What follows belongs to an exercise in optimizing a design on an open flow for small area and a short achievable clock period; a production flow would make more cautious choices.
Where RTL was checked, it was by simulation tests only, not by an equivalence proof against the original.
No functional check of the RTL was part of run 2.

<file path="config.mk">
export PLATFORM = sky130hd
export DESIGN_NAME = mul_pipe_single
export DESIGN_NICKNAME = mul_pipe_single
export VERILOG_FILES = /design/flow/design.v
export SDC_FILE = /design/flow/constraint.sdc
export NUM_CORES = 4
export LEC_CHECK = 0
export CAP_MARGIN = 20
export CORE_MARGIN = 2
export CORE_UTILIZATION = 40
export SLEW_MARGIN = 20
</file>
<file path="constraint.sdc">
create_clock -name core_clock -period 10.0 [get_ports {clk}]
set_input_delay 2.0000 -clock core_clock [delete_from_list [all_inputs] [get_ports {clk}]]
set_output_delay 2.0000 -clock core_clock [all_outputs]
set_load 0.01 [all_outputs]
</file>
<file path="design.v">
`timescale 1ns/1ps
module mul_pipe_single #(
  parameter XLEN    = 32,
  parameter RD_BITS = 5,
  parameter TAG_W   = 4
) (
  input  wire                 clk,
  input  wire                 rst,
  input  wire                 EX_mul,
  input  wire [XLEN-1:0]      EX_mul_a,
  input  wire [XLEN-1:0]      EX_mul_b,
  input  wire [RD_BITS-1:0]   EX_mul_rd,
  input  wire [TAG_W-1:0]     EX_mul_tag,
  input  wire                 MEM_we,     
  input  wire                 MEM_jlx,    
  output wire                 mul_result_valid,
  output wire [XLEN-1:0]      mul_result,
  output wire [RD_BITS-1:0]   mul_rd,           
  output wire [TAG_W-1:0]     mul_result_tag,   
  output wire                 mul_busy,
  output wire [RD_BITS-1:0]   mul_busy_rd,
  output wire [TAG_W-1:0]     mul_busy_tag,
  output wire                 mul_wb_conflict_stall,
  output wire                 mul_issue_stall
);
  reg  [2:0]         cnt;
  reg  [31:0]        a;
  reg  [31:0]        pbn;     
  reg  [3:0]         bo, bt;   
  reg  [23:0]        acc;
  reg  [2:0]         kc;      
  reg  [RD_BITS-1:0] rd;
  reg  [TAG_W-1:0]   tag;
  wire idle  = (cnt == 3'd0);
  wire valid = (cnt == 3'd5);
  assign mul_busy         = !idle;
  assign mul_result_valid = valid;
  assign mul_result       = valid ? ~pbn : 32'd0;
  assign mul_rd           = valid ? rd  : {RD_BITS{1'b0}};
  assign mul_result_tag   = valid ? tag : {TAG_W{1'b0}};
  assign mul_busy_rd      = mul_rd;
  assign mul_busy_tag     = mul_result_tag;
  assign mul_wb_conflict_stall = valid && (MEM_we || MEM_jlx);
  assign mul_issue_stall       = EX_mul && !idle;
  wire [8:0] nw = idle ? {EX_mul_b[7:0], 1'b0} : ~pbn[15:7];
  wire [3:0] no, nt;
  wire [3:0] bn = ~{pbn[7], pbn[5], pbn[3], pbn[1]};
  genvar gj;
  generate
    for (gj = 0; gj < 4; gj = gj + 1) begin : g_booth
      assign no[gj] = nw[2*gj] ^ nw[2*gj+1];
      assign nt[gj] = (nw[2*gj+2] & ~nw[2*gj+1] & ~nw[2*gj]) | (~nw[2*gj+2] & nw[2*gj+1] & nw[2*gj]);
    end
  endgenerate
  wire [31:0] sa, sb, x;
  wire [2:0]  kco;     
  wire pp1;
  wire pp2;
  wire pp3;
  wire pp4;
  wire pp5;
  wire pp6;
  wire pp7;
  wire pp8;
  wire pp9;
  wire pp10;
  wire pp11;
  wire pp12;
  wire pp13;
  wire pp14;
  wire pp15;
  wire pp16;
  wire pp17;
  wire pp18;
  wire pp19;
  wire pp20;
  wire pp21;
  wire pp22;
  wire pp23;
  wire pp24;
  wire pp25;
  wire pp26;
  wire pp27;
  wire pp28;
  wire pp29;
  wire pp30;
  wire pp31;
  wire pp32;
  wire pp33;
  wire pp34;
  wire pp35;
  wire pp36;
  wire pp37;
  wire pp38;
  wire pp39;
  wire pp40;
  wire pp41;
  wire pp42;
  wire pp43;
  wire pp44;
  wire pp45;
  wire pp46;
  wire pp47;
  wire pp48;
  wire pp49;
  wire pp50;
  wire pp51;
  wire pp52;
  wire pp53;
  wire pp54;
  wire pp55;
  wire pp56;
  wire pp57;
  wire pp58;
  wire pp59;
  wire pp60;
  wire pp61;
  wire pp62;
  wire pp63;
  wire pp64;
  wire pp65;
  wire pp66;
  wire pp67;
  wire pp68;
  wire pp69;
  wire pp70;
  wire pp71;
  wire pp72;
  wire pp73;
  wire pp74;
  wire pp75;
  wire pp76;
  wire pp77;
  wire pp78;
  wire pp79;
  wire pp80;
  wire pp81;
  wire pp82;
  wire pp83;
  wire pp84;
  wire pp85;
  wire pp86;
  wire pp87;
  wire pp88;
  wire pp89;
  wire pp90;
  wire pp91;
  wire pp92;
  wire pp93;
  wire pp94;
  wire pp95;
  wire pp96;
  wire pp97;
  wire pp98;
  wire pp99;
  wire pp100;
  wire pp101;
  wire pp102;
  wire pp103;
  wire pp104;
  wire pp105;
  wire pp106;
  wire pp107;
  wire pp108;
  wire pp109;
  wire pp110;
  wire pp111;
  wire pp112;
  wire pp113;
  wire pp114;
  wire pp115;
  wire pp116;
  wire s117;
  wire c118;
  wire s119;
  wire c120;
  wire s121;
  wire c122;
  wire s123;
  wire c124;
  wire s125;
  wire c126;
  wire s127;
  wire c128;
  wire s129;
  wire c130;
  wire s131;
  wire c132;
  wire s133;
  wire c134;
  wire s135;
  wire c136;
  wire s137;
  wire c138;
  wire s139;
  wire c140;
  wire s141;
  wire c142;
  wire s143;
  wire c144;
  wire s145;
  wire c146;
  wire s147;
  wire c148;
  wire s149;
  wire c150;
  wire s151;
  wire c152;
  wire s153;
  wire c154;
  wire s155;
  wire c156;
  wire s157;
  wire c158;
  wire s159;
  wire c160;
  wire s161;
  wire c162;
  wire s163;
  wire c164;
  wire s165;
  wire c166;
  wire s167;
  wire c168;
  wire s169;
  wire c170;
  wire s171;
  wire c172;
  wire s173;
  wire c174;
  wire s175;
  wire c176;
  wire s177;
  wire c178;
  wire s179;
  wire c180;
  wire s181;
  wire c182;
  wire s183;
  wire c184;
  wire s185;
  wire c186;
  wire s187;
  wire c188;
  wire s189;
  wire c190;
  wire s191;
  wire c192;
  wire s193;
  wire c194;
  wire s195;
  wire c196;
  wire s197;
  wire c198;
  wire s199;
  wire c200;
  wire s201;
  wire c202;
  wire s203;
  wire c204;
  wire s205;
  wire c206;
  wire s207;
  wire c208;
  wire s209;
  wire c210;
  wire s211;
  wire c212;
  wire s213;
  wire c214;
  wire s215;
  wire c216;
  wire s217;
  wire c218;
  wire s219;
  wire c220;
  wire s221;
  wire c222;
  wire s223;
  wire c224;
  wire s225;
  wire c226;
  wire s227;
  wire c228;
  wire s229;
  wire c230;
  wire s231;
  wire c232;
  wire s233;
  wire c234;
  wire s235;
  wire c236;
  wire s237;
  wire c238;
  wire s239;
  wire c240;
  wire s241;
  wire c242;
  wire s243;
  wire c244;
  wire s245;
  wire c246;
  wire s247;
  wire c248;
  wire s249;
  wire c250;
  wire s251;
  wire c252;
  wire s253;
  wire c254;
  wire s255;
  wire c256;
  wire s257;
  wire c258;
  wire s259;
  wire c260;
  wire s261;
  wire c262;
  wire s263;
  wire c264;
  wire s265;
  wire c266;
  wire s267;
  wire c268;
  wire s269;
  wire c270;
  wire s271;
  wire c272;
  wire s273;
  wire c274;
  wire s275;
  wire c276;
  wire s277;
  wire c278;
  wire s279;
  wire c280;
  wire s281;
  wire c282;
  wire s283;
  wire c284;
  wire s285;
  wire c286;
  wire s287;
  wire c288;
  wire s289;
  wire c290;
  wire s291;
  wire c292;
  wire s293;
  wire c294;
  wire s295;
  wire c296;
  wire s297;
  wire c298;
  wire s299;
  wire c300;
  wire s301;
  wire c302;
  wire s303;
  wire c304;
  wire s305;
  wire c306;
  wire s307;
  wire c308;
  wire s309;
  wire c310;
  wire s311;
  wire c312;
  wire s313;
  wire c314;
  wire s315;
  wire c316;
  wire s317;
  wire c318;
  wire s319;
  wire c320;
  wire s321;
  wire c322;
  wire s323;
  wire c324;
  wire s325;
  wire c326;
  wire s327;
  wire c328;
  wire s329;
  wire c330;
  wire s331;
  wire c332;
  wire g333;
  wire p334;
  wire g335;
  wire p336;
  wire g337;
  wire p338;
  wire g339;
  wire p340;
  wire g341;
  wire p342;
  wire g343;
  wire p344;
  wire g345;
  wire p346;
  wire g347;
  wire p348;
  wire g349;
  wire p350;
  wire g351;
  wire p352;
  wire g353;
  wire p354;
  wire g355;
  wire p356;
  wire g357;
  wire p358;
  wire g359;
  wire p360;
  wire g361;
  wire p362;
  wire g363;
  wire p364;
  wire g365;
  wire p366;
  wire g367;
  wire p368;
  wire g369;
  wire p370;
  wire g371;
  wire p372;
  wire g373;
  wire p374;
  wire g375;
  wire p376;
  wire g377;
  wire p378;
  wire g379;
  wire p380;
  wire g381;
  wire p382;
  wire g383;
  wire p384;
  wire g385;
  wire p386;
  wire g387;
  wire p388;
  wire g389;
  wire p390;
  wire g391;
  wire p392;
  wire g393;
  wire p394;
  wire g395;
  wire p396;
  wire g397;
  wire g398;
  wire p399;
  wire g400;
  wire p401;
  wire g402;
  wire p403;
  wire g404;
  wire p405;
  wire g406;
  wire p407;
  wire g408;
  wire p409;
  wire g410;
  wire p411;
  wire g412;
  wire p413;
  wire g414;
  wire p415;
  wire g416;
  wire p417;
  wire g418;
  wire p419;
  wire g420;
  wire p421;
  wire g422;
  wire p423;
  wire g424;
  wire p425;
  wire g426;
  wire p427;
  wire g428;
  wire p429;
  wire g430;
  wire p431;
  wire g432;
  wire p433;
  wire g434;
  wire p435;
  wire g436;
  wire p437;
  wire g438;
  wire p439;
  wire g440;
  wire p441;
  wire g442;
  wire p443;
  wire g444;
  wire p445;
  wire g446;
  wire p447;
  wire g448;
  wire p449;
  wire g450;
  wire p451;
  wire g452;
  wire p453;
  wire g454;
  wire p455;
  wire g456;
  wire p457;
  wire g458;
  wire p459;
  wire g460;
  wire p461;
  wire g462;
  wire p463;
  wire g464;
  wire p465;
  wire g466;
  wire p467;
  wire g468;
  wire p469;
  wire g470;
  wire p471;
  wire g472;
  wire p473;
  wire g474;
  wire p475;
  wire g476;
  wire p477;
  wire g478;
  wire p479;
  wire g480;
  wire p481;
  wire g482;
  wire p483;
  wire g484;
  wire p485;
  wire g486;
  wire p487;
  wire g488;
  wire p489;
  wire g490;
  wire p491;
  wire g492;
  wire p493;
  assign pp1 = (bo[0] & a[0]) ^ bn[0];
  assign pp2 = ((bo[0] & a[1]) | (bt[0] & a[0])) ^ bn[0];
  assign pp3 = ((bo[0] & a[2]) | (bt[0] & a[1])) ^ bn[0];
  assign pp4 = ((bo[0] & a[3]) | (bt[0] & a[2])) ^ bn[0];
  assign pp5 = ((bo[0] & a[4]) | (bt[0] & a[3])) ^ bn[0];
  assign pp6 = ((bo[0] & a[5]) | (bt[0] & a[4])) ^ bn[0];
  assign pp7 = ((bo[0] & a[6]) | (bt[0] & a[5])) ^ bn[0];
  assign pp8 = ((bo[0] & a[7]) | (bt[0] & a[6])) ^ bn[0];
  assign pp9 = ((bo[0] & a[8]) | (bt[0] & a[7])) ^ bn[0];
  assign pp10 = ((bo[0] & a[9]) | (bt[0] & a[8])) ^ bn[0];
  assign pp11 = ((bo[0] & a[10]) | (bt[0] & a[9])) ^ bn[0];
  assign pp12 = ((bo[0] & a[11]) | (bt[0] & a[10])) ^ bn[0];
  assign pp13 = ((bo[0] & a[12]) | (bt[0] & a[11])) ^ bn[0];
  assign pp14 = ((bo[0] & a[13]) | (bt[0] & a[12])) ^ bn[0];
  assign pp15 = ((bo[0] & a[14]) | (bt[0] & a[13])) ^ bn[0];
  assign pp16 = ((bo[0] & a[15]) | (bt[0] & a[14])) ^ bn[0];
  assign pp17 = ((bo[0] & a[16]) | (bt[0] & a[15])) ^ bn[0];
  assign pp18 = ((bo[0] & a[17]) | (bt[0] & a[16])) ^ bn[0];
  assign pp19 = ((bo[0] & a[18]) | (bt[0] & a[17])) ^ bn[0];
  assign pp20 = ((bo[0] & a[19]) | (bt[0] & a[18])) ^ bn[0];
  assign pp21 = ((bo[0] & a[20]) | (bt[0] & a[19])) ^ bn[0];
  assign pp22 = ((bo[0] & a[21]) | (bt[0] & a[20])) ^ bn[0];
  assign pp23 = ((bo[0] & a[22]) | (bt[0] & a[21])) ^ bn[0];
  assign pp24 = ((bo[0] & a[23]) | (bt[0] & a[22])) ^ bn[0];
  assign pp25 = ((bo[0] & a[24]) | (bt[0] & a[23])) ^ bn[0];
  assign pp26 = ((bo[0] & a[25]) | (bt[0] & a[24])) ^ bn[0];
  assign pp27 = ((bo[0] & a[26]) | (bt[0] & a[25])) ^ bn[0];
  assign pp28 = ((bo[0] & a[27]) | (bt[0] & a[26])) ^ bn[0];
  assign pp29 = ((bo[0] & a[28]) | (bt[0] & a[27])) ^ bn[0];
  assign pp30 = ((bo[0] & a[29]) | (bt[0] & a[28])) ^ bn[0];
  assign pp31 = ((bo[0] & a[30]) | (bt[0] & a[29])) ^ bn[0];
  assign pp32 = ((bo[0] & a[31]) | (bt[0] & a[30])) ^ bn[0];
  assign pp33 = (bo[1] & a[0]) ^ bn[1];
  assign pp34 = ((bo[1] & a[1]) | (bt[1] & a[0])) ^ bn[1];
  assign pp35 = ((bo[1] & a[2]) | (bt[1] & a[1])) ^ bn[1];
  assign pp36 = ((bo[1] & a[3]) | (bt[1] & a[2])) ^ bn[1];
  assign pp37 = ((bo[1] & a[4]) | (bt[1] & a[3])) ^ bn[1];
  assign pp38 = ((bo[1] & a[5]) | (bt[1] & a[4])) ^ bn[1];
  assign pp39 = ((bo[1] & a[6]) | (bt[1] & a[5])) ^ bn[1];
  assign pp40 = ((bo[1] & a[7]) | (bt[1] & a[6])) ^ bn[1];
  assign pp41 = ((bo[1] & a[8]) | (bt[1] & a[7])) ^ bn[1];
  assign pp42 = ((bo[1] & a[9]) | (bt[1] & a[8])) ^ bn[1];
  assign pp43 = ((bo[1] & a[10]) | (bt[1] & a[9])) ^ bn[1];
  assign pp44 = ((bo[1] & a[11]) | (bt[1] & a[10])) ^ bn[1];
  assign pp45 = ((bo[1] & a[12]) | (bt[1] & a[11])) ^ bn[1];
  assign pp46 = ((bo[1] & a[13]) | (bt[1] & a[12])) ^ bn[1];
  assign pp47 = ((bo[1] & a[14]) | (bt[1] & a[13])) ^ bn[1];
  assign pp48 = ((bo[1] & a[15]) | (bt[1] & a[14])) ^ bn[1];
  assign pp49 = ((bo[1] & a[16]) | (bt[1] & a[15])) ^ bn[1];
  assign pp50 = ((bo[1] & a[17]) | (bt[1] & a[16])) ^ bn[1];
  assign pp51 = ((bo[1] & a[18]) | (bt[1] & a[17])) ^ bn[1];
  assign pp52 = ((bo[1] & a[19]) | (bt[1] & a[18])) ^ bn[1];
  assign pp53 = ((bo[1] & a[20]) | (bt[1] & a[19])) ^ bn[1];
  assign pp54 = ((bo[1] & a[21]) | (bt[1] & a[20])) ^ bn[1];
  assign pp55 = ((bo[1] & a[22]) | (bt[1] & a[21])) ^ bn[1];
  assign pp56 = ((bo[1] & a[23]) | (bt[1] & a[22])) ^ bn[1];
  assign pp57 = ((bo[1] & a[24]) | (bt[1] & a[23])) ^ bn[1];
  assign pp58 = ((bo[1] & a[25]) | (bt[1] & a[24])) ^ bn[1];
  assign pp59 = ((bo[1] & a[26]) | (bt[1] & a[25])) ^ bn[1];
  assign pp60 = ((bo[1] & a[27]) | (bt[1] & a[26])) ^ bn[1];
  assign pp61 = ((bo[1] & a[28]) | (bt[1] & a[27])) ^ bn[1];
  assign pp62 = ((bo[1] & a[29]) | (bt[1] & a[28])) ^ bn[1];
  assign pp63 = (bo[2] & a[0]) ^ bn[2];
  assign pp64 = ((bo[2] & a[1]) | (bt[2] & a[0])) ^ bn[2];
  assign pp65 = ((bo[2] & a[2]) | (bt[2] & a[1])) ^ bn[2];
  assign pp66 = ((bo[2] & a[3]) | (bt[2] & a[2])) ^ bn[2];
  assign pp67 = ((bo[2] & a[4]) | (bt[2] & a[3])) ^ bn[2];
  assign pp68 = ((bo[2] & a[5]) | (bt[2] & a[4])) ^ bn[2];
  assign pp69 = ((bo[2] & a[6]) | (bt[2] & a[5])) ^ bn[2];
  assign pp70 = ((bo[2] & a[7]) | (bt[2] & a[6])) ^ bn[2];
  assign pp71 = ((bo[2] & a[8]) | (bt[2] & a[7])) ^ bn[2];
  assign pp72 = ((bo[2] & a[9]) | (bt[2] & a[8])) ^ bn[2];
  assign pp73 = ((bo[2] & a[10]) | (bt[2] & a[9])) ^ bn[2];
  assign pp74 = ((bo[2] & a[11]) | (bt[2] & a[10])) ^ bn[2];
  assign pp75 = ((bo[2] & a[12]) | (bt[2] & a[11])) ^ bn[2];
  assign pp76 = ((bo[2] & a[13]) | (bt[2] & a[12])) ^ bn[2];
  assign pp77 = ((bo[2] & a[14]) | (bt[2] & a[13])) ^ bn[2];
  assign pp78 = ((bo[2] & a[15]) | (bt[2] & a[14])) ^ bn[2];
  assign pp79 = ((bo[2] & a[16]) | (bt[2] & a[15])) ^ bn[2];
  assign pp80 = ((bo[2] & a[17]) | (bt[2] & a[16])) ^ bn[2];
  assign pp81 = ((bo[2] & a[18]) | (bt[2] & a[17])) ^ bn[2];
  assign pp82 = ((bo[2] & a[19]) | (bt[2] & a[18])) ^ bn[2];
  assign pp83 = ((bo[2] & a[20]) | (bt[2] & a[19])) ^ bn[2];
  assign pp84 = ((bo[2] & a[21]) | (bt[2] & a[20])) ^ bn[2];
  assign pp85 = ((bo[2] & a[22]) | (bt[2] & a[21])) ^ bn[2];
  assign pp86 = ((bo[2] & a[23]) | (bt[2] & a[22])) ^ bn[2];
  assign pp87 = ((bo[2] & a[24]) | (bt[2] & a[23])) ^ bn[2];
  assign pp88 = ((bo[2] & a[25]) | (bt[2] & a[24])) ^ bn[2];
  assign pp89 = ((bo[2] & a[26]) | (bt[2] & a[25])) ^ bn[2];
  assign pp90 = ((bo[2] & a[27]) | (bt[2] & a[26])) ^ bn[2];
  assign pp91 = (bo[3] & a[0]) ^ bn[3];
  assign pp92 = ((bo[3] & a[1]) | (bt[3] & a[0])) ^ bn[3];
  assign pp93 = ((bo[3] & a[2]) | (bt[3] & a[1])) ^ bn[3];
  assign pp94 = ((bo[3] & a[3]) | (bt[3] & a[2])) ^ bn[3];
  assign pp95 = ((bo[3] & a[4]) | (bt[3] & a[3])) ^ bn[3];
  assign pp96 = ((bo[3] & a[5]) | (bt[3] & a[4])) ^ bn[3];
  assign pp97 = ((bo[3] & a[6]) | (bt[3] & a[5])) ^ bn[3];
  assign pp98 = ((bo[3] & a[7]) | (bt[3] & a[6])) ^ bn[3];
  assign pp99 = ((bo[3] & a[8]) | (bt[3] & a[7])) ^ bn[3];
  assign pp100 = ((bo[3] & a[9]) | (bt[3] & a[8])) ^ bn[3];
  assign pp101 = ((bo[3] & a[10]) | (bt[3] & a[9])) ^ bn[3];
  assign pp102 = ((bo[3] & a[11]) | (bt[3] & a[10])) ^ bn[3];
  assign pp103 = ((bo[3] & a[12]) | (bt[3] & a[11])) ^ bn[3];
  assign pp104 = ((bo[3] & a[13]) | (bt[3] & a[12])) ^ bn[3];
  assign pp105 = ((bo[3] & a[14]) | (bt[3] & a[13])) ^ bn[3];
  assign pp106 = ((bo[3] & a[15]) | (bt[3] & a[14])) ^ bn[3];
  assign pp107 = ((bo[3] & a[16]) | (bt[3] & a[15])) ^ bn[3];
  assign pp108 = ((bo[3] & a[17]) | (bt[3] & a[16])) ^ bn[3];
  assign pp109 = ((bo[3] & a[18]) | (bt[3] & a[17])) ^ bn[3];
  assign pp110 = ((bo[3] & a[19]) | (bt[3] & a[18])) ^ bn[3];
  assign pp111 = ((bo[3] & a[20]) | (bt[3] & a[19])) ^ bn[3];
  assign pp112 = ((bo[3] & a[21]) | (bt[3] & a[20])) ^ bn[3];
  assign pp113 = ((bo[3] & a[22]) | (bt[3] & a[21])) ^ bn[3];
  assign pp114 = ((bo[3] & a[23]) | (bt[3] & a[22])) ^ bn[3];
  assign pp115 = ((bo[3] & a[24]) | (bt[3] & a[23])) ^ bn[3];
  assign pp116 = ((bo[3] & a[25]) | (bt[3] & a[24])) ^ bn[3];
  assign s117 = acc[4] ^ pp5 ^ pp35;
  assign c118 = (acc[4] & pp5) | (acc[4] & pp35) | (pp5 & pp35);
  assign s119 = acc[5] ^ pp6 ^ pp36;
  assign c120 = (acc[5] & pp6) | (acc[5] & pp36) | (pp6 & pp36);
  assign s121 = acc[6] ^ pp7 ^ pp37;
  assign c122 = (acc[6] & pp7) | (acc[6] & pp37) | (pp7 & pp37);
  assign s123 = pp65 ^ pp91 ^ bn[3];
  assign c124 = (pp65 & pp91) | (pp65 & bn[3]) | (pp91 & bn[3]);
  assign s125 = acc[7] ^ pp8 ^ pp38;
  assign c126 = (acc[7] & pp8) | (acc[7] & pp38) | (pp8 & pp38);
  assign s127 = pp66 ^ pp92 ^ s125;
  assign c128 = (pp66 & pp92) | (pp66 & s125) | (pp92 & s125);
  assign s129 = acc[8] ^ pp9 ^ pp39;
  assign c130 = (acc[8] & pp9) | (acc[8] & pp39) | (pp9 & pp39);
  assign s131 = pp67 ^ pp93 ^ kc[1];
  assign c132 = (pp67 & pp93) | (pp67 & kc[1]) | (pp93 & kc[1]);
  assign s133 = acc[9] ^ pp10 ^ pp40;
  assign c134 = (acc[9] & pp10) | (acc[9] & pp40) | (pp10 & pp40);
  assign s135 = pp68 ^ pp94 ^ s133;
  assign c136 = (pp68 & pp94) | (pp68 & s133) | (pp94 & s133);
  assign s137 = acc[10] ^ pp11 ^ pp41;
  assign c138 = (acc[10] & pp11) | (acc[10] & pp41) | (pp11 & pp41);
  assign s139 = pp69 ^ pp95 ^ s137;
  assign c140 = (pp69 & pp95) | (pp69 & s137) | (pp95 & s137);
  assign s141 = acc[11] ^ pp12 ^ pp42;
  assign c142 = (acc[11] & pp12) | (acc[11] & pp42) | (pp12 & pp42);
  assign s143 = pp70 ^ pp96 ^ s141;
  assign c144 = (pp70 & pp96) | (pp70 & s141) | (pp96 & s141);
  assign s145 = acc[12] ^ pp13 ^ pp43;
  assign c146 = (acc[12] & pp13) | (acc[12] & pp43) | (pp13 & pp43);
  assign s147 = pp71 ^ pp97 ^ s145;
  assign c148 = (pp71 & pp97) | (pp71 & s145) | (pp97 & s145);
  assign s149 = acc[13] ^ pp14 ^ pp44;
  assign c150 = (acc[13] & pp14) | (acc[13] & pp44) | (pp14 & pp44);
  assign s151 = pp72 ^ pp98 ^ s149;
  assign c152 = (pp72 & pp98) | (pp72 & s149) | (pp98 & s149);
  assign s153 = acc[14] ^ pp15 ^ pp45;
  assign c154 = (acc[14] & pp15) | (acc[14] & pp45) | (pp15 & pp45);
  assign s155 = pp73 ^ pp99 ^ s153;
  assign c156 = (pp73 & pp99) | (pp73 & s153) | (pp99 & s153);
  assign s157 = acc[15] ^ pp16 ^ pp46;
  assign c158 = (acc[15] & pp16) | (acc[15] & pp46) | (pp16 & pp46);
  assign s159 = pp74 ^ pp100 ^ s157;
  assign c160 = (pp74 & pp100) | (pp74 & s157) | (pp100 & s157);
  assign s161 = acc[16] ^ pp17 ^ pp47;
  assign c162 = (acc[16] & pp17) | (acc[16] & pp47) | (pp17 & pp47);
  assign s163 = pp75 ^ pp101 ^ kc[2];
  assign c164 = (pp75 & pp101) | (pp75 & kc[2]) | (pp101 & kc[2]);
  assign s165 = acc[17] ^ pp18 ^ pp48;
  assign c166 = (acc[17] & pp18) | (acc[17] & pp48) | (pp18 & pp48);
  assign s167 = pp76 ^ pp102 ^ s165;
  assign c168 = (pp76 & pp102) | (pp76 & s165) | (pp102 & s165);
  assign s169 = acc[18] ^ pp19 ^ pp49;
  assign c170 = (acc[18] & pp19) | (acc[18] & pp49) | (pp19 & pp49);
  assign s171 = pp77 ^ pp103 ^ s169;
  assign c172 = (pp77 & pp103) | (pp77 & s169) | (pp103 & s169);
  assign s173 = acc[19] ^ pp20 ^ pp50;
  assign c174 = (acc[19] & pp20) | (acc[19] & pp50) | (pp20 & pp50);
  assign s175 = pp78 ^ pp104 ^ s173;
  assign c176 = (pp78 & pp104) | (pp78 & s173) | (pp104 & s173);
  assign s177 = acc[20] ^ pp21 ^ pp51;
  assign c178 = (acc[20] & pp21) | (acc[20] & pp51) | (pp21 & pp51);
  assign s179 = pp79 ^ pp105 ^ s177;
  assign c180 = (pp79 & pp105) | (pp79 & s177) | (pp105 & s177);
  assign s181 = acc[21] ^ pp22 ^ pp52;
  assign c182 = (acc[21] & pp22) | (acc[21] & pp52) | (pp22 & pp52);
  assign s183 = pp80 ^ pp106 ^ s181;
  assign c184 = (pp80 & pp106) | (pp80 & s181) | (pp106 & s181);
  assign s185 = acc[22] ^ pp23 ^ pp53;
  assign c186 = (acc[22] & pp23) | (acc[22] & pp53) | (pp23 & pp53);
  assign s187 = pp81 ^ pp107 ^ s185;
  assign c188 = (pp81 & pp107) | (pp81 & s185) | (pp107 & s185);
  assign s189 = acc[23] ^ pp24 ^ pp54;
  assign c190 = (acc[23] & pp24) | (acc[23] & pp54) | (pp24 & pp54);
  assign s191 = pp82 ^ pp108 ^ s189;
  assign c192 = (pp82 & pp108) | (pp82 & s189) | (pp108 & s189);
  assign s193 = pp25 ^ pp55 ^ pp83;
  assign c194 = (pp25 & pp55) | (pp25 & pp83) | (pp55 & pp83);
  assign s195 = pp26 ^ pp56 ^ pp84;
  assign c196 = (pp26 & pp56) | (pp26 & pp84) | (pp56 & pp84);
  assign s197 = pp27 ^ pp57 ^ pp85;
  assign c198 = (pp27 & pp57) | (pp27 & pp85) | (pp57 & pp85);
  assign s199 = pp28 ^ pp58 ^ pp86;
  assign c200 = (pp28 & pp58) | (pp28 & pp86) | (pp58 & pp86);
  assign s201 = pp29 ^ pp59 ^ pp87;
  assign c202 = (pp29 & pp59) | (pp29 & pp87) | (pp59 & pp87);
  assign s203 = pp30 ^ pp60 ^ pp88;
  assign c204 = (pp30 & pp60) | (pp30 & pp88) | (pp60 & pp88);
  assign s205 = pp31 ^ pp61 ^ pp89;
  assign c206 = (pp31 & pp61) | (pp31 & pp89) | (pp61 & pp89);
  assign s207 = pp32 ^ pp62 ^ pp90;
  assign c208 = (pp32 & pp62) | (pp32 & pp90) | (pp62 & pp90);
  assign s209 = acc[2] ^ pp3 ^ pp33;
  assign c210 = (acc[2] & pp3) | (acc[2] & pp33) | (pp3 & pp33);
  assign s211 = acc[3] ^ pp4 ^ pp34;
  assign c212 = (acc[3] & pp4) | (acc[3] & pp34) | (pp4 & pp34);
  assign s213 = pp63 ^ bn[2] ^ s117;
  assign c214 = (pp63 & bn[2]) | (pp63 & s117) | (bn[2] & s117);
  assign s215 = pp64 ^ s119 ^ c118;
  assign c216 = (pp64 & s119) | (pp64 & c118) | (s119 & c118);
  assign s217 = s121 ^ s123 ^ c120;
  assign c218 = (s121 & s123) | (s121 & c120) | (s123 & c120);
  assign s219 = s127 ^ c122 ^ c124;
  assign c220 = (s127 & c122) | (s127 & c124) | (c122 & c124);
  assign s221 = s129 ^ s131 ^ c126;
  assign c222 = (s129 & s131) | (s129 & c126) | (s131 & c126);
  assign s223 = s135 ^ c130 ^ c132;
  assign c224 = (s135 & c130) | (s135 & c132) | (c130 & c132);
  assign s225 = s139 ^ c134 ^ c136;
  assign c226 = (s139 & c134) | (s139 & c136) | (c134 & c136);
  assign s227 = s143 ^ c138 ^ c140;
  assign c228 = (s143 & c138) | (s143 & c140) | (c138 & c140);
  assign s229 = s147 ^ c142 ^ c144;
  assign c230 = (s147 & c142) | (s147 & c144) | (c142 & c144);
  assign s231 = s151 ^ c146 ^ c148;
  assign c232 = (s151 & c146) | (s151 & c148) | (c146 & c148);
  assign s233 = s155 ^ c150 ^ c152;
  assign c234 = (s155 & c150) | (s155 & c152) | (c150 & c152);
  assign s235 = s159 ^ c154 ^ c156;
  assign c236 = (s159 & c154) | (s159 & c156) | (c154 & c156);
  assign s237 = s161 ^ s163 ^ c158;
  assign c238 = (s161 & s163) | (s161 & c158) | (s163 & c158);
  assign s239 = s167 ^ c162 ^ c164;
  assign c240 = (s167 & c162) | (s167 & c164) | (c162 & c164);
  assign s241 = s171 ^ c166 ^ c168;
  assign c242 = (s171 & c166) | (s171 & c168) | (c166 & c168);
  assign s243 = s175 ^ c170 ^ c172;
  assign c244 = (s175 & c170) | (s175 & c172) | (c170 & c172);
  assign s245 = s179 ^ c174 ^ c176;
  assign c246 = (s179 & c174) | (s179 & c176) | (c174 & c176);
  assign s247 = s183 ^ c178 ^ c180;
  assign c248 = (s183 & c178) | (s183 & c180) | (c178 & c180);
  assign s249 = s187 ^ c182 ^ c184;
  assign c250 = (s187 & c182) | (s187 & c184) | (c182 & c184);
  assign s251 = s191 ^ c186 ^ c188;
  assign c252 = (s191 & c186) | (s191 & c188) | (c186 & c188);
  assign s253 = pp109 ^ s193 ^ c190;
  assign c254 = (pp109 & s193) | (pp109 & c190) | (s193 & c190);
  assign s255 = pp110 ^ s195 ^ c194;
  assign c256 = (pp110 & s195) | (pp110 & c194) | (s195 & c194);
  assign s257 = pp111 ^ s197 ^ c196;
  assign c258 = (pp111 & s197) | (pp111 & c196) | (s197 & c196);
  assign s259 = pp112 ^ s199 ^ c198;
  assign c260 = (pp112 & s199) | (pp112 & c198) | (s199 & c198);
  assign s261 = pp113 ^ s201 ^ c200;
  assign c262 = (pp113 & s201) | (pp113 & c200) | (s201 & c200);
  assign s263 = pp114 ^ s203 ^ c202;
  assign c264 = (pp114 & s203) | (pp114 & c202) | (s203 & c202);
  assign s265 = pp115 ^ s205 ^ c204;
  assign c266 = (pp115 & s205) | (pp115 & c204) | (s205 & c204);
  assign s267 = pp116 ^ s207 ^ c206;
  assign c268 = (pp116 & s207) | (pp116 & c206) | (s207 & c206);
  assign s269 = acc[0] ^ pp1 ^ kc[0];
  assign c270 = (acc[0] & pp1) | (acc[0] & kc[0]) | (pp1 & kc[0]);
  assign s271 = acc[1] ^ pp2;
  assign c272 = acc[1] & pp2;
  assign s273 = bn[1] ^ s209;
  assign c274 = bn[1] & s209;
  assign s275 = s211 ^ c210;
  assign c276 = s211 & c210;
  assign s277 = s213 ^ c212;
  assign c278 = s213 & c212;
  assign s279 = s215 ^ c214;
  assign c280 = s215 & c214;
  assign s281 = s217 ^ c216;
  assign c282 = s217 & c216;
  assign s283 = s219 ^ c218;
  assign c284 = s219 & c218;
  assign s285 = c128 ^ s221 ^ c220;
  assign c286 = (c128 & s221) | (c128 & c220) | (s221 & c220);
  assign s287 = s223 ^ c222;
  assign c288 = s223 & c222;
  assign s289 = s225 ^ c224;
  assign c290 = s225 & c224;
  assign s291 = s227 ^ c226;
  assign c292 = s227 & c226;
  assign s293 = s229 ^ c228;
  assign c294 = s229 & c228;
  assign s295 = s231 ^ c230;
  assign c296 = s231 & c230;
  assign s297 = s233 ^ c232;
  assign c298 = s233 & c232;
  assign s299 = s235 ^ c234;
  assign c300 = s235 & c234;
  assign s301 = c160 ^ s237 ^ c236;
  assign c302 = (c160 & s237) | (c160 & c236) | (s237 & c236);
  assign s303 = s239 ^ c238;
  assign c304 = s239 & c238;
  assign s305 = s241 ^ c240;
  assign c306 = s241 & c240;
  assign s307 = s243 ^ c242;
  assign c308 = s243 & c242;
  assign s309 = s245 ^ c244;
  assign c310 = s245 & c244;
  assign s311 = s247 ^ c246;
  assign c312 = s247 & c246;
  assign s313 = s249 ^ c248;
  assign c314 = s249 & c248;
  assign s315 = s251 ^ c250;
  assign c316 = s251 & c250;
  assign s317 = c192 ^ s253 ^ c252;
  assign c318 = (c192 & s253) | (c192 & c252) | (s253 & c252);
  assign s319 = s255 ^ c254;
  assign c320 = s255 & c254;
  assign s321 = s257 ^ c256;
  assign c322 = s257 & c256;
  assign s323 = s259 ^ c258;
  assign c324 = s259 & c258;
  assign s325 = s261 ^ c260;
  assign c326 = s261 & c260;
  assign s327 = s263 ^ c262;
  assign c328 = s263 & c262;
  assign s329 = s265 ^ c264;
  assign c330 = s265 & c264;
  assign s331 = s267 ^ c266;
  assign c332 = s267 & c266;
  assign sa = {s331, s329, s327, s325, s323, s321, s319, s317, s315, s313, s311, s309, s307, s305, s303, s301, s299, s297, s295, s293, s291, s289, s287, s285, s283, s281, s279, s277, s275, s273, s271, s269};
  assign sb = {c330, c328, c326, c324, c322, c320, c318, c316, c314, c312, c310, c308, c306, c304, c302, c300, c298, c296, c294, c292, c290, c288, c286, c284, c282, c280, c278, c276, c274, c272, c270, 1'b0};
  assign g333 = (sa[0] & sb[0]);
  assign p334 = (sa[0] ^ sb[0]);
  assign g335 = (sa[1] & sb[1]);
  assign p336 = (sa[1] ^ sb[1]);
  assign g337 = (sa[2] & sb[2]);
  assign p338 = (sa[2] ^ sb[2]);
  assign g339 = (sa[3] & sb[3]);
  assign p340 = (sa[3] ^ sb[3]);
  assign g341 = (sa[4] & sb[4]);
  assign p342 = (sa[4] ^ sb[4]);
  assign g343 = (sa[5] & sb[5]);
  assign p344 = (sa[5] ^ sb[5]);
  assign g345 = (sa[6] & sb[6]);
  assign p346 = (sa[6] ^ sb[6]);
  assign g347 = (sa[7] & sb[7]);
  assign p348 = (sa[7] ^ sb[7]);
  assign g349 = (sa[8] & sb[8]);
  assign p350 = (sa[8] ^ sb[8]);
  assign g351 = (sa[9] & sb[9]);
  assign p352 = (sa[9] ^ sb[9]);
  assign g353 = (sa[10] & sb[10]);
  assign p354 = (sa[10] ^ sb[10]);
  assign g355 = (sa[11] & sb[11]);
  assign p356 = (sa[11] ^ sb[11]);
  assign g357 = (sa[12] & sb[12]);
  assign p358 = (sa[12] ^ sb[12]);
  assign g359 = (sa[13] & sb[13]);
  assign p360 = (sa[13] ^ sb[13]);
  assign g361 = (sa[14] & sb[14]);
  assign p362 = (sa[14] ^ sb[14]);
  assign g363 = (sa[15] & sb[15]);
  assign p364 = (sa[15] ^ sb[15]);
  assign g365 = (sa[16] & sb[16]);
  assign p366 = (sa[16] ^ sb[16]);
  assign g367 = (sa[17] & sb[17]);
  assign p368 = (sa[17] ^ sb[17]);
  assign g369 = (sa[18] & sb[18]);
  assign p370 = (sa[18] ^ sb[18]);
  assign g371 = (sa[19] & sb[19]);
  assign p372 = (sa[19] ^ sb[19]);
  assign g373 = (sa[20] & sb[20]);
  assign p374 = (sa[20] ^ sb[20]);
  assign g375 = (sa[21] & sb[21]);
  assign p376 = (sa[21] ^ sb[21]);
  assign g377 = (sa[22] & sb[22]);
  assign p378 = (sa[22] ^ sb[22]);
  assign g379 = (sa[23] & sb[23]);
  assign p380 = (sa[23] ^ sb[23]);
  assign g381 = (sa[24] & sb[24]);
  assign p382 = (sa[24] ^ sb[24]);
  assign g383 = (sa[25] & sb[25]);
  assign p384 = (sa[25] ^ sb[25]);
  assign g385 = (sa[26] & sb[26]);
  assign p386 = (sa[26] ^ sb[26]);
  assign g387 = (sa[27] & sb[27]);
  assign p388 = (sa[27] ^ sb[27]);
  assign g389 = (sa[28] & sb[28]);
  assign p390 = (sa[28] ^ sb[28]);
  assign g391 = (sa[29] & sb[29]);
  assign p392 = (sa[29] ^ sb[29]);
  assign g393 = (sa[30] & sb[30]);
  assign p394 = (sa[30] ^ sb[30]);
  assign g395 = (sa[31] & sb[31]);
  assign p396 = (sa[31] ^ sb[31]);
  assign g397 = g333 | (p334 & bn[0]);
  assign g398 = g335 | (p336 & g397);
  assign p399 = p336 & p334;
  assign g400 = g339 | (p340 & g337);
  assign p401 = p340 & p338;
  assign g402 = g343 | (p344 & g341);
  assign p403 = p344 & p342;
  assign g404 = g347 | (p348 & g345);
  assign p405 = p348 & p346;
  assign g406 = g351 | (p352 & g349);
  assign p407 = p352 & p350;
  assign g408 = g355 | (p356 & g353);
  assign p409 = p356 & p354;
  assign g410 = g359 | (p360 & g357);
  assign p411 = p360 & p358;
  assign g412 = g363 | (p364 & g361);
  assign p413 = p364 & p362;
  assign g414 = g367 | (p368 & g365);
  assign p415 = p368 & p366;
  assign g416 = g371 | (p372 & g369);
  assign p417 = p372 & p370;
  assign g418 = g375 | (p376 & g373);
  assign p419 = p376 & p374;
  assign g420 = g379 | (p380 & g377);
  assign p421 = p380 & p378;
  assign g422 = g383 | (p384 & g381);
  assign p423 = p384 & p382;
  assign g424 = g387 | (p388 & g385);
  assign p425 = p388 & p386;
  assign g426 = g391 | (p392 & g389);
  assign p427 = p392 & p390;
  assign g428 = g395 | (p396 & g393);
  assign p429 = p396 & p394;
  assign g430 = g337 | (p338 & g398);
  assign p431 = p338 & p399;
  assign g432 = g400 | (p401 & g398);
  assign p433 = p401 & p399;
  assign g434 = g345 | (p346 & g402);
  assign p435 = p346 & p403;
  assign g436 = g404 | (p405 & g402);
  assign p437 = p405 & p403;
  assign g438 = g353 | (p354 & g406);
  assign p439 = p354 & p407;
  assign g440 = g408 | (p409 & g406);
  assign p441 = p409 & p407;
  assign g442 = g361 | (p362 & g410);
  assign p443 = p362 & p411;
  assign g444 = g412 | (p413 & g410);
  assign p445 = p413 & p411;
  assign g446 = g369 | (p370 & g414);
  assign p447 = p370 & p415;
  assign g448 = g416 | (p417 & g414);
  assign p449 = p417 & p415;
  assign g450 = g377 | (p378 & g418);
  assign p451 = p378 & p419;
  assign g452 = g420 | (p421 & g418);
  assign p453 = p421 & p419;
  assign g454 = g385 | (p386 & g422);
  assign p455 = p386 & p423;
  assign g456 = g424 | (p425 & g422);
  assign p457 = p425 & p423;
  assign g458 = g393 | (p394 & g426);
  assign p459 = p394 & p427;
  assign g460 = g428 | (p429 & g426);
  assign p461 = p429 & p427;
  assign g462 = g341 | (p342 & g432);
  assign p463 = p342 & p433;
  assign g464 = g402 | (p403 & g432);
  assign p465 = p403 & p433;
  assign g466 = g434 | (p435 & g432);
  assign p467 = p435 & p433;
  assign g468 = g436 | (p437 & g432);
  assign p469 = p437 & p433;
  assign g470 = g357 | (p358 & g440);
  assign p471 = p358 & p441;
  assign g472 = g410 | (p411 & g440);
  assign p473 = p411 & p441;
  assign g474 = g442 | (p443 & g440);
  assign p475 = p443 & p441;
  assign g476 = g444 | (p445 & g440);
  assign p477 = p445 & p441;
  assign g478 = g373 | (p374 & g448);
  assign p479 = p374 & p449;
  assign g480 = g418 | (p419 & g448);
  assign p481 = p419 & p449;
  assign g482 = g450 | (p451 & g448);
  assign p483 = p451 & p449;
  assign g484 = g452 | (p453 & g448);
  assign p485 = p453 & p449;
  assign g486 = g389 | (p390 & g456);
  assign p487 = p390 & p457;
  assign g488 = g426 | (p427 & g456);
  assign p489 = p427 & p457;
  assign g490 = g458 | (p459 & g456);
  assign p491 = p459 & p457;
  assign g492 = g460 | (p461 & g456);
  assign p493 = p461 & p457;
  assign x[0] = p334 ^ bn[0];
  assign x[1] = p336 ^ g397;
  assign x[2] = p338 ^ g398;
  assign x[3] = p340 ^ g430;
  assign x[4] = p342 ^ g432;
  assign x[5] = p344 ^ g462;
  assign x[6] = p346 ^ g464;
  assign x[7] = p348 ^ g466;
  assign kco[0] = g468;
  assign x[8] = p350;
  assign x[9] = p352 ^ g349;
  assign x[10] = p354 ^ g406;
  assign x[11] = p356 ^ g438;
  assign x[12] = p358 ^ g440;
  assign x[13] = p360 ^ g470;
  assign x[14] = p362 ^ g472;
  assign x[15] = p364 ^ g474;
  assign kco[1] = g476;
  assign x[16] = p366;
  assign x[17] = p368 ^ g365;
  assign x[18] = p370 ^ g414;
  assign x[19] = p372 ^ g446;
  assign x[20] = p374 ^ g448;
  assign x[21] = p376 ^ g478;
  assign x[22] = p378 ^ g480;
  assign x[23] = p380 ^ g482;
  assign kco[2] = g484;
  assign x[24] = p382;
  assign x[25] = p384 ^ g381;
  assign x[26] = p386 ^ g422;
  assign x[27] = p388 ^ g454;
  assign x[28] = p390 ^ g456;
  assign x[29] = p392 ^ g486;
  assign x[30] = p394 ^ g488;
  assign x[31] = p396 ^ g490;
  always @(posedge clk) begin
    if (rst) cnt <= 3'd0;
    else if (idle) cnt <= EX_mul ? 3'd1 : 3'd0;
    else if (valid) cnt <= 3'd0;
    else cnt <= cnt + 3'd1;
    bo <= no;
    bt <= nt;
    if (idle) begin
      a     <= EX_mul_a;
      pbn   <= ~EX_mul_b;
      rd    <= EX_mul_rd;
      tag   <= EX_mul_tag;
      acc   <= 24'd0;
      kc    <= 3'd0;
    end else begin
      pbn   <= {~x[7:0], pbn[31:8]};
      acc   <= x[31:8];
      kc    <= kco;
    end
  end
endmodule
</file>
<file path="flow/run.sh">
#!/bin/bash
# Layout flow: the standard ORFS flow (standard.sh, unchanged synthesis), with
#  - after synthesis, flow/polarity.py flips full-adder cells (FA(~a,~b,~c) = ~FA(a,b,c))
#    so that fewer inverters are needed around them; registers are untouched
#  - port buffers made of plain buffers instead of the delay cells buffer_ports picks
set -euo pipefail
cd "$(dirname "$0")/.."
source flow/params.sh
export BUFFER_PORTS_ARGS
export SETUP_SLACK_MARGIN
R=orfs/results/sky130hd/mul_pipe_single/base
bash standard.sh synth > synth.log 2>&1
if [[ "${POLARITY:-1}" == 1 ]]; then
  cp $R/1_2_yosys.v $R/1_2_yosys.std.v
  python3 flow/polarity.py $R/1_2_yosys.std.v $R/1_2_yosys.v > polarity.log 2>&1
  rm -f $R/1_synth.odb
fi
bash standard.sh > standard.log 2>&1
</file>
<file path="flow/params.sh">
BUFFER_PORTS_ARGS="-buffer_cell sky130_fd_sc_hd__buf_1"
SETUP_SLACK_MARGIN=5.2
POLARITY=1
</file>
<file path="flow/polarity.py">
#!/usr/bin/env python3
"""Remove inverters around full adders in a flat gate-level netlist.

An xor2/xnor2 cell can be swapped for the other to invert its output. A full adder is self-dual: FA(~a, ~b, ~c) = (~cout, ~sum). So a full-adder cell can be
"flipped" (fed the complements of its inputs, its outputs then carry the complements of
their old values) without changing the circuit's function. This script chooses which
full adders to flip so that as few inverters as possible are needed, then rewrites the
netlist: inverters that only feed cell pins are removed and re-created where needed.
Registers, ports and all other cells are untouched.

usage: polarity.py IN.v OUT.v
"""
import random
import re
import sys
from collections import defaultdict

INV = re.compile(r'sky130_fd_sc_hd__(clk)?inv_\d+$')
FA = re.compile(r'sky130_fd_sc_hd__fa_\d+$')
XO = re.compile(r'sky130_fd_sc_hd__x(n?)or2_(\d+)$')
OUTPINS = {'X', 'Y', 'Q', 'Q_N', 'SUM', 'COUT', 'HI', 'LO'}

src = open(sys.argv[1]).read()
m = re.search(r'\bmodule\b.*?;', src, re.S)
endm = src.rindex('endmodule')
body = src[m.end():endm]

# statements of the module body
stmts = [s for s in re.split(r';', body)]
cells = []    # dict(type, name, pins: [(pin, net)], idx)
other = []    # (idx, text)
ports = set()
for i, s in enumerate(stmts):
    t = s.strip()
    if not t:
        continue
    cm = re.match(r'(sky130_fd_sc_hd__\w+)\s+(\S+)\s*\((.*)\)\s*$', t, re.S)
    if cm:
        pins = [(p, n.strip()) for p, n in re.findall(r'\.(\w+)\(([^()]*)\)', cm.group(3))]
        cells.append({'type': cm.group(1), 'name': cm.group(2), 'pins': pins})
        continue
    pm = re.match(r'(input|output|inout)\s+(\[[^\]]*\]\s*)?(\S+)', t)
    if pm:
        ports.add(pm.group(3))
    other.append(t)

def base_name(net):
    return re.sub(r'\s*\[\d+\]$', '', net.strip())

driver = {}
loads = defaultdict(list)   # net -> [(cell index, pin index)]
for ci, c in enumerate(cells):
    for pi, (p, n) in enumerate(c['pins']):
        if p in OUTPINS:
            driver[n] = ci
        else:
            loads[n].append((ci, pi))
# nets read by assign statements or ports count as fixed loads
assign_rhs = set()
for t in other:
    am = re.match(r'assign\s+(.*?)\s*=\s*(.*)$', t, re.S)
    if am:
        for tok in re.findall(r'\\\S+|[A-Za-z_][\w$]*(?:\s*\[\d+\])?', am.group(2)):
            assign_rhs.add(tok.strip())

def is_port_net(n):
    return base_name(n) in ports

# removable inverters: output feeds only cell input pins, is no port, no assign source
removable = set()
for ci, c in enumerate(cells):
    if INV.match(c['type']):
        y = dict(c['pins'])['Y']
        if not is_port_net(y) and y not in assign_rhs and y in loads:
            removable.add(ci)

def resolve(net):
    """logical source of a net: (base net, polarity) through removable inverters"""
    pol = 0
    seen = 0
    while net in driver and driver[net] in removable and seen < 100:
        net = dict(cells[driver[net]]['pins'])['A']
        pol ^= 1
        seen += 1
    return net, pol

fas = [ci for ci, c in enumerate(cells) if FA.match(c['type'])]
xos = [ci for ci, c in enumerate(cells) if XO.match(c['type'])]
flip = defaultdict(int)

# load requirements: list of (cell index, pin index, base, pol)
reqs = []
for ci, c in enumerate(cells):
    if ci in removable:
        continue
    for pi, (p, n) in enumerate(c['pins']):
        if p in OUTPINS:
            continue
        b, pol = resolve(n)
        reqs.append((ci, pi, b, pol))
by_base = defaultdict(list)
by_cell = defaultdict(list)
for r in reqs:
    by_base[r[2]].append(r)
    by_cell[r[0]].append(r)

def phys(b):
    d = driver.get(b)
    return flip[d] if d is not None and (FA.match(cells[d]['type']) or XO.match(cells[d]['type'])) else 0

def need(r):
    ci, pi, b, pol = r
    want = pol ^ (flip[ci] if FA.match(cells[ci]['type']) else 0)
    return want ^ phys(b)

def base_cost(b):
    return 1 if any(need(r) for r in by_base[b]) else 0

def fa_bases(ci):
    bs = {r[2] for r in by_cell[ci]}
    for p, n in cells[ci]['pins']:
        if p in OUTPINS:
            bs.add(n)
    return bs

total0 = sum(base_cost(b) for b in by_base)
movable = fas + xos
rng = random.Random(1)
best = None
for trial in range(30):
    if trial:
        for ci in movable:
            flip[ci] = best[ci]
        # perturb the best solution a little, then descend again
        for ci in rng.sample(movable, max(1, len(movable) // 10)):
            flip[ci] ^= 1
    for sweep in range(200):
        changed = False
        order = list(movable)
        rng.shuffle(order)
        for ci in order:
            bs = fa_bases(ci)
            before = sum(base_cost(b) for b in bs)
            flip[ci] ^= 1
            after = sum(base_cost(b) for b in bs)
            if after < before:
                changed = True
            elif after == before and rng.random() < 0.3 and sweep < 150:
                pass
            else:
                flip[ci] ^= 1
        if not changed and sweep >= 150:
            break
    cost = sum(base_cost(b) for b in by_base)
    if best is None or cost < best_cost:
        best, best_cost = {ci: flip[ci] for ci in movable}, cost
for ci in movable:
    flip[ci] = best[ci]
total1 = sum(base_cost(b) for b in by_base)

# rewrite
def esc(n):
    return n + ' ' if n.startswith('\\') else n

comp = {}
newcells = []
k = 0
for b in by_base:
    if base_cost(b):
        k += 1
        nn = f'polinv_n{k}'
        comp[b] = nn
        newcells.append(f'  sky130_fd_sc_hd__inv_1 polinv_{k} (\n    .A({esc(b)}),\n    .Y({nn})\n  );')
for r in reqs:
    ci, pi, b, pol = r
    p, _ = cells[ci]['pins'][pi]
    cells[ci]['pins'][pi] = (p, comp[b] if need(r) else b)

out = [src[:m.end()], '\n']
for t in other:
    out.append('  ' + t + ' ;\n')
for nn in comp.values():
    out.append(f'  wire {nn};\n')
for ci, c in enumerate(cells):
    if ci in removable:
        continue
    xm = XO.match(c['type'])
    if xm and flip[ci]:
        c['type'] = f"sky130_fd_sc_hd__{'xor2' if xm.group(1) else 'xnor2'}_{xm.group(2)}"
        # xor2 drives X, xnor2 drives Y
        c['pins'] = [({'X': 'Y', 'Y': 'X'}.get(p, p), n) for p, n in c['pins']]
    pins = ',\n'.join(f'    .{p}({esc(n)})' for p, n in c['pins'])
    out.append(f'  {c["type"]} {c["name"]} (\n{pins}\n  );\n')
out.append('\n'.join(newcells) + '\n')
out.append(src[endm:])
open(sys.argv[2], 'w').write(''.join(out))
print(f'polarity: {len(fas)} full adders, {sum(flip[c] for c in fas)} flipped, '
      f'{sum(flip[c] for c in xos)} of {len(xos)} xor/xnor swapped, inverters {len(removable)} removable -> {len(comp)} needed '
      f'(cost before {total0}, after {total1})', file=sys.stderr)
</file>
<file path="standard.sh">
#!/bin/bash
# synth_recipe.tcl (not shown) runs the flow's synth.tcl, then flattens the netlist and writes it again
# the make line also repeats each setting of config.mk as NAME=value (left out here)
make -C /OpenROAD-flow-scripts/flow DESIGN_CONFIG=/design/flow/config.mk WORK_HOME=/design/flow/orfs CLKGATE_MAP_FILE= SYNTH_SCRIPT=/design/flow/synth_recipe.tcl "${@:-finish}"
</file>
==> impl_metrics.tcl, run 1 <==
set metrics [dict create \
    cts_tree "built" \
    hold_critical_path_depth 2 \
    routed_wl_mm 20.3 \
    clk_latency_ns 0.37 \
    core_um2 21200 \
    path_cells "a22oi_1 -> xnor2_1 -> fa_1 -> fa_1 -> fa_1 -> fa_1 -> ha_1 -> fa_1 -> a21o_1 -> a21oi_2 -> o21ai_0 -> o211a_1 -> xnor2_1 -> nor2_1" \
    grt_remaining_overflow 0 \
    final_nets 1132 \
    global_route_wire_length_before_repair_mm 33.2 \
    ff2ff_setup_slack_ns 5.44 \
    fillers 2058 \
    drv_cap 0 \
    final_cell_count_no_fill 1190 \
    hold_crit_start "pbn[30]" \
    critical_path_arrival_ns 4.79 \
    timing.final.crit_share 0.456 \
    post_synth_inst_count 818 \
    placement.cell_area_um2 9230 \
    critical_path.most_common_cell "fa_1" \
    num_rows 53 \
    final_antenna_net_count 0 \
    hpwlAfterDp_mm 15.0 \
    clock.fmax_mhz 219 \
    whs_endpoint "pbn[22]" \
    syn_avg_cell_area_um2 10.6 \
    die-area_um2 23000 \
    dieWidth_um 152 \
    final_cell_area_um2 9740 \
    clock-skew-final_ns 0.0159 \
    whs_ns 0.470 \
    setup_viol 0 \
    reg2reg_to "acc[7]" \
    seq_area_um2 2640 \
    r2r_start "a[7]" \
    maximum_number_of_pins_on_one_net_before_global_route_repair 71 \
    detail_route.wl_per_cell_um 17.0 \
    cts_made_buffers 9 \
    floorplan.initialDensity 0.410 \
    worst_setup_hold_path_clk_slew_ns 0.08 \
    ff2ff_path_depth 14 \
    number_of_global_route_vias_before_repair 6090 \
    timing.final.hold_violations 0 \
    io_buffer_count 131 \
    multiInputGateArea_um2 5590 \
    critical_path_peak_fanout 8 \
    clockBufferDepth 2 \
    layout_common_cells "131 x buf_1, 110 x a22oi_1, 88 x fa_1" \
    drc 0 \
    grtUsageTotal 0.188 \
    die_h_um 152 \
    tns_ns 0 \
    timing.setup.critical_path_class "flop to flop" \
    place.gp.congestion 0.803 \
    crit_path_end_kind "flop" \
    slew_viol_final 0 \
    worst-slew-pin-transition_ns 0.693 \
    grt_antenna_before_repair 1 \
    outcome "no timing/DRC/antenna violations" \
    required_ns 10.23 \
    drive_gt1_frac 0.0678 \
    synth_area_um2 8710 \
    timing.max_slew.rel_slack 0.538 \
    area.growth.synth_to_final_pct 11.8 \
    drt-vias-per-instance 5.18 \
    ctsHtreeMaxLevel 3 \
    placed_cells 1153 \
    critical_path.slowest_cell "edfxtp_1" \
    drt_pre_antenna_iters 5 \
    cts_hold_fix_bufs 0 \
    iteration_0_drc_markers 442 \
    timing.critical_path.slowest_cell_delay_ns 0.56 \
    critical_path.startpoint_type "flop" \
    synth_fp_nets 1041 \
    clockRootBuffer "clkbuf_16" \
    min_period_ns 4.56 \
    floorplan.io_pins 132 \
    rsz_0062_raised_after_global_routing "false" \
    dr_total_vias 6167 \
    synth-warning-count 1 \
    hold_path_class "flop to flop" \
    layout_commonest_cell "buf_1" \
    cts.sink_count 111 \
]
## critical path, delay by kind of cell, from the launching register on
kind	cells	cell delay, ns
simple gates	1	0.05
flops	1	0.56
fa+ha+maj	6	2.55
compound gates	5	0.96
xor+xnor	2	0.31
## per-layer routing
metal	track usage	vias to the layer above	wire, um
li1	-	2958	-
met1	0.265	3005	9310
met2	0.303	180	9570
met3	0.0293	24	1040
met4	0.0481	0	360
met5	0	-	0
## worst max path at each step
stage | cells after the start | startpoint | endpoint | slack, ns
3_3_place_gp | 14 | pbn[1] | acc[6] | 4.39
3_5_place_dp | 14 | pbn[1] | acc[6] | 4.30
2_1_floorplan | 14 | bt[1] | acc[4] | 5.27
4_1_cts | 15 | pbn[1] | acc[6] | 5.26
6_report | 14 | a[7] | acc[7] | 5.44
5_1_grt | 14 | a[5] | acc[7] | 5.22
## registers in the layout (all words and copies together), names as in the netlist
name	flops
cnt	3
pbn	32
a	32
tag	4
rd	5
bo	4
bt	4
kc	3
acc	24
## through the flow
stage	utilization	setup WS (ns)
after floorplan	-	5.27
after global placement	0.435	4.39
after detailed placement	0.435	4.30
after CTS	0.453	5.26
after global routing	0.459	5.22
final	0.459	5.44
## timing repair
item	4_1_cts	5_1_grt
gates resized for setup	4	8
pin swaps	0	0
setup endpoints to repair	21	14
setup buffers	7	13
## area by class of cell
class                   instances  share of cell area
flip-flops and latches        111               0.271
repair buffers                165              0.0779
clock buffers                   9              0.0231
clock inverters                 7             0.00951
inverters                      20             0.00848
diodes                          1            0.000257
well taps                     275              0.0353
multi-input cells             602               0.574
==> run 2: changes to the inputs <==
--- a/design.v
+++ b/design.v
@@ -26,7 +26,7 @@
   reg  [2:0]         cnt;
   reg  [31:0]        a;
   reg  [31:0]        pbn;     
-  reg  [3:0]         bo, bt;   
+  reg  [3:0]         bo, bt, bn;   
   reg  [23:0]        acc;
   reg  [2:0]         kc;      
   reg  [RD_BITS-1:0] rd;
@@ -43,13 +43,13 @@
   assign mul_wb_conflict_stall = valid && (MEM_we || MEM_jlx);
   assign mul_issue_stall       = EX_mul && !idle;
   wire [8:0] nw = idle ? {EX_mul_b[7:0], 1'b0} : ~pbn[15:7];
-  wire [3:0] no, nt;
-  wire [3:0] bn = ~{pbn[7], pbn[5], pbn[3], pbn[1]};
+  wire [3:0] no, nt, nn;
   genvar gj;
   generate
     for (gj = 0; gj < 4; gj = gj + 1) begin : g_booth
       assign no[gj] = nw[2*gj] ^ nw[2*gj+1];
       assign nt[gj] = (nw[2*gj+2] & ~nw[2*gj+1] & ~nw[2*gj]) | (~nw[2*gj+2] & nw[2*gj+1] & nw[2*gj]);
+      assign nn[gj] = nw[2*gj+2];
     end
   endgenerate
   wire [31:0] sa, sb, x;
@@ -1084,6 +1084,7 @@
     else cnt <= cnt + 3'd1;
     bo <= no;
     bt <= nt;
+    bn <= nn;   
     if (idle) begin
       a     <= EX_mul_a;
       pbn   <= ~EX_mul_b;
==> flow/params.sh (replaced) <==
BUFFER_PORTS_ARGS="-buffer_cell sky130_fd_sc_hd__buf_1"
SETUP_SLACK_MARGIN=5.0
POLARITY=1
==> run 2 against run 1 <==
Against the previous run: clock skew about the same; register-to-register slack got worse by 0.18 ns; area after synthesis increased by 1.3%; sequential share of layout area increased by 0.33 points; die area increased by 1.2%; critical endpoint is now acc[12]; largest cell class unchanged; highest routed layer unchanged.
==> impl_metrics.tcl, run 2 <==
set metrics [dict create \
    worst_setup_hold_path_clk_slew_ns 0.06 \
    tns_ns 0 \
    final_antenna_net_count 0 \
    drv_cap 0 \
    area.growth.synth_to_final_pct 12.4 \
    antenna-diode-count 0 \
    grtUsageTotal 0.182 \
    timing.max_slew.rel_slack 0.518 \
    timing.setup.critical_path_class "flop to flop" \
    grt_remaining_overflow 0 \
    cts_tree "built" \
    num_rows 54 \
    clockBufferDepth 2 \
    floorplan.initialDensity 0.405 \
    critPathBufInv 1 \
    number_of_global_route_vias_before_repair 6207 \
    grt_antenna_before_repair 0 \
    whs_ns 0.460 \
    place.gp.congestion 0.820 \
    clk_latency_ns 0.43 \
    dieWidth_um 152 \
    clock.fmax_mhz 211 \
    postCtsSetupBuffers 0 \
    post_synth_inst_count 823 \
    die-area_um2 23300 \
    critPathTopFamily "adder cells" \
    drt-vias-per-instance 5.21 \
    required_ns 10.36 \
    hpwlAfterDp_mm 14.6 \
    floorplan.io_pins 132 \
    layout_commonest_cell "buf_1" \
    post_cts_resized 0 \
    global_route_wire_length_before_repair_mm 33.3 \
    drive_gt1_frac 0.0592 \
    critical_path.slowest_cell "dfxtp_2" \
    routed_wl_mm 20.8 \
    slew_viol_final 0 \
    core_um2 21800 \
    cts_hold_fix_bufs 0 \
    maximum_number_of_pins_on_one_net_before_global_route_repair 71 \
    iteration_0_drc_markers 456 \
    dr_total_vias 6211 \
    critical_path_arrival_ns 5.09 \
    biggestRegsByFlops "a (32), pbn (32), acc (24)" \
    drt_pre_antenna_iters 5 \
    ctsHtreeMaxLevel 4 \
    min_period_ns 4.74 \
    cts_made_buffers 17 \
    critical_path.startpoint_type "flop" \
    timing.critical_path.slowest_cell_delay_ns 0.59 \
    critical_path.most_common_cell "fa_1" \
    timing.final.hold_violations 0 \
    outcome "no timing/DRC/antenna violations" \
    worst-slew-pin-transition_ns 0.723 \
    crit_path_end_kind "flop" \
    syn_avg_cell_area_um2 10.7 \
    cts.sink_count 115 \
    synth-warning-count 1 \
    clockRootBuffer "clkbuf_16" \
    clock-skew-final_ns 0.0155 \
    synth_area_um2 8820 \
    final_cell_count_no_fill 1192 \
    die_h_um 152 \
    hold_path_class "flop to flop" \
    synth_fp_nets 1046 \
    path_cells "buf_4 -> xnor2_1 -> fa_1 -> fa_1 -> fa_1 -> fa_1 -> ha_1 -> fa_1 -> a21o_1 -> a21oi_1 -> fa_1 -> nor2_1" \
    final_nets 1122 \
    layout_common_cells "131 x buf_1, 123 x xnor2_1, 110 x a22oi_1" \
    critical_path_peak_fanout 20 \
    rsz_0062_raised_after_global_routing "false" \
    placed_cells 1160 \
    timing.final.crit_share 0.474 \
    drc 0 \
    detail_route.wl_per_cell_um 17.4 \
    io_buffer_count 131 \
    setup_viol 0 \
]
-- run 2: cell count changes in the layout (fill, tap and decap cells not counted), sizes merged, moves of 4 or more --
| cell | delta |
|---|---|
| buf | -22 |
| clkbuf | +10 |
| dfxtp | +4 |
| inv | +10 |
| xnor2 | +69 |
| xor2 | -70 |
-- run 2: worst paths after layout --
path              cells past startpoint     from      end  slack, ns
setup / recovery                     12    bn[0]  acc[12]       5.26
hold / removal                        2  pbn[28]  pbn[20]       0.46
setup reg to reg                     12    bn[0]  acc[12]       5.26
hold reg to reg                       2  pbn[28]  pbn[20]       0.46
-- run 2: layout make-up --
type                       count  area [um2]
fill                        2071       11800
multi-input combinational    600        5610
inverter                      22        82.6
clock inverter                13         111
sequential                   115        2720
clock buffer                  19         454
timing repair buffer         143         582
tap                          280         350
-- run 2: worst min-delay path, stage by stage (launching register included) --
cell and delay (ns):
dfxtp_1 0.32, nand2_1 0.05, o21ai_0 0.06
-- run 2: layer usage --
metal	track usage	up-vias	wire, um
li1	-	2955	-
met2	0.293	195	10000
met5	0	-	0
met1	0.242	3031	9250
met3	0.0438	30	1130
met4	0.0578	0	391
-- run 2: through the flow --
step	setup slack [ns]	util	area, um2
floorplan	5.26	-	8820
global placement	5.21	0.429	9340
detailed placement	5.14	0.429	9340
CTS	5.11	0.455	9900
global route	5.03	0.456	9910
finish	5.26	0.456	9910

==> port drivers added, routing unchanged <==
The flow's constraints put no driver on any port. The routed layouts listed below were extracted and timed again, unchanged, in two steps. Step 1, drivers: a clkbuf_16 drives clk and a buf_2 each remaining input, both assumed. Step 2 times the ports against the registers' clock, not the clock port: input delays grow and output delays shrink by t, the midpoint of the rising clock arrivals with the driver on. a / b / c = no drivers / after step 1 / after step 2; a / b = the first two.
run | shift t [ns] | setup slack, ns | latest minus earliest clock arrival (ns) | slew at the worst register clock pin (ns) | worst slew at a driven data input, ns
run 1 | 0.407 | 5.440 / 5.440 / 5.440 | 0.016 / 0.015 | 0.09 / 0.09 | 0.08
run 2 | 0.468 | 5.264 / 5.264 / 5.264 | 0.016 / 0.015 | 0.07 / 0.07 | 0.07
After both steps every run listed still meets setup and hold.
